Source: an optimization exercise on an open RTL-to-GDS flow (aim: small area, a short achievable clock period and few clock cycles). Production flows keep margins and buffers that such runs may drop.
The RTL was checked by simulation tests, not by an equivalence proof against the original design.
Power is estimated from default activity; no workload was simulated.

lane 1:
Design MIPS_TopModule, start of the top module:
module MIPS_TopModule(
    input clk,
    input rst,
    output wire [7:0]  imem_addr,
    input  wire [31:0] imem_rdata,
    output wire [6:0]  dmem_addr,
    output wire [31:0] dmem_wdata,
    output wire        dmem_we,
    output wire        dmem_re,
    input  wire [31:0] dmem_rdata,
    output wire        halted
    );
	reg  [7:0]  fa;     
	reg  [7:0]  pcR;    
	reg         vR;     
	reg  [31:0] ir;
	reg  [7:0]  pcI;
	reg         vI;
	reg         irJump, irJr;   
	reg  [7:0]  link;           
	reg         stall;          
	reg  [31:1] selA, selB;     
	reg         fEa, fEb, fMa, fMb, fWa, fWb;   
	reg         vE;
	reg  [31:0] A, B, Op2;
	reg  [31:0] subE;           
	reg  [4:0]  rdE;
	reg         weE, isLwE, isSwE, isBeqE, isJrE, isHaltE;
	reg         opAdd, opSub, opAnd, opOr, opNor, opSlt, opLink;
	reg  [7:0]  tgtE;
	reg  [31:0] resM, stM;
	reg  [4:0]  rdM;
	reg         weM, isLwM, memWe, memRe;
	reg  [31:0] resW;
	reg  [4:0]  rdW;
	reg         weW, isLwW;
	reg         halted_r;
	reg [31:0] rf [1:31];
	wire [5:0] op    = ir[31:26];
	wire [5:0] funct = ir[5:0];
	wire [4:0] rs    = ir[25:21];
	wire [4:0] rt    = ir[20:16];
	wire [4:0] rd    = ir[15:11];
	wire isR    = (op == 6'b000000);
	wire isAddi = (op == 6'b001000);
	wire isAndi = (op == 6'b001100);
	wire isOri  = (op == 6'b001101);
	wire isLw   = (op == 6'b100011);
	wire isSw   = (op == 6'b101011);
	wire isBeq  = (op == 6'b000100);
	wire isJal  = (op == 6'b000011);
	wire isJr   = (op == 6'b000111);
	wire isHalt = (op == 6'b111111);
	wire fSub = (funct == 6'b100010);
	wire fAnd = (funct == 6'b100100);
	wire fOr  = (funct == 6'b100101);
	wire fSlt = (funct == 6'b101010);
	wire fNor = (funct == 6'b100111);
	wire dOpSub  = isR & fSub;
	wire dOpAnd  = (isR & fAnd) | isAndi;
	wire dOpOr   = (isR & fOr) | isOri;
	wire dOpNor  = isR & fNor;
	wire dOpSlt  = isR & fSlt;
	wire dOpLink = isJal;
	wire dOpAdd  = ~(dOpSub | dOpAnd | dOpOr | dOpNor | dOpSlt | dOpLink);
	wire [4:0] dDest = isJal ? 5'd31 : (isR ? rd : rt);
	wire dWrites = (isR | isAddi | isAndi | isOri | isLw | isJal) & (dDest != 5'd0);
	wire [31:0] immExt = {{16{ir[15]}}, ir[15:0]};
  ...
Size in the first run: about 4300 cells after synthesis, ~1400 flip-flops.
==> flow/config.mk <==
export PLATFORM = sky130hd
export DESIGN_NAME = MIPS_TopModule
export DESIGN_NICKNAME = MIPS_TopModule
export VERILOG_FILES = /design/flow/design.v
export SDC_FILE = /design/flow/constraint.sdc
export NUM_CORES = 4
export LEC_CHECK = 0
export CAP_MARGIN = 20
export CORE_MARGIN = 2
export CORE_UTILIZATION = 40
export SLEW_MARGIN = 20
==> flow/constraint.sdc <==
create_clock -name core_clock -period 9.0 [get_ports {clk}]
set_input_delay 1.8000 -clock core_clock [delete_from_list [all_inputs] [get_ports {clk}]]
set_output_delay 1.8000 -clock core_clock [all_outputs]
set_load 0.01 [all_outputs]
standard.sh (not shown) runs the stock make flow with config.mk's settings and CLKGATE_MAP_FILE= SYNTH_SCRIPT=/design/flow/synth_recipe.tcl, a recipe that flattens the netlist after the stock synthesis.
==> flow/flow/run.sh <==
#!/bin/bash
set -o pipefail
export SETUP_SLACK_MARGIN=5.7
bash standard.sh > standard_flow.log 2>&1
Testbench counts of lane 1, summed over its fixed seeds: cycles 32,672.
diff inputs: lane 1 => lane 2
-- flow/config.mk --
<<< lane 1, line 10
export CORE_UTILIZATION = 40
export SLEW_MARGIN = 20
>>> lane 2, line 10
export CORE_UTILIZATION = 40
export CTS_CLUSTER_DIAMETER = 80
export CTS_CLUSTER_SIZE = 20
export SLEW_MARGIN = 20
### Flow results
Run comparison: lane 2 destination of the critical timing path Op2[18]$_SDFF_PP0_; lane 1 destination of the critical timing path Op2[30]$_SDFF_PP0_. From lane 1 to lane 2 the numbers moved as follows: combinational power share increased 2.1 points; detailed-route via count decreased about 1.7%; worst slew margin relative to its limit increased 9.7 points; number of setup violations in the final report essentially unchanged. Lane 1 → lane 2: first-pass GRT wire length fell by 3.3 mm; critical path data required time fell by 0.06 ns; insertion delay of the later-clocked pin in the worst-skew pair fell by 0.07 ns; utilization fell by 1.8 points; clock buffer count in the final layout fell by 69. Lane 2: cell count lower than lane 1.

what the ideal ports hide:
In the flow no input, the clock included, has a driving cell. The finished layouts below were timed again as built, in two steps. Step 1, drivers: a clkbuf_16 drives clk and a buf_2 each remaining input, both assumed. Step 2 adds t to the input delays and takes it off the output delays; t is the mean of the earliest and latest rising clock arrival at the registers after step 1. Input paths then give back, and output paths get back, about the clock's delay inside the block. a / b / c = ideal / step 1 / step 2; a / b = the first two.
| run | t (ns) | setup WS [ns] | cell pins on the clock port's net |
|---|---|---|---|
| lane 1 | 0.856 | 5.553 / 5.553 / 4.781 | 1 |
| lane 2 | 0.805 | 5.520 / 5.520 / 4.901 | 1 |
After both steps setup and hold are still met in every run listed. The setup slack of lane 1, which loses most, moves by 0.000 ns with the drivers and by -0.772 ns with both steps.
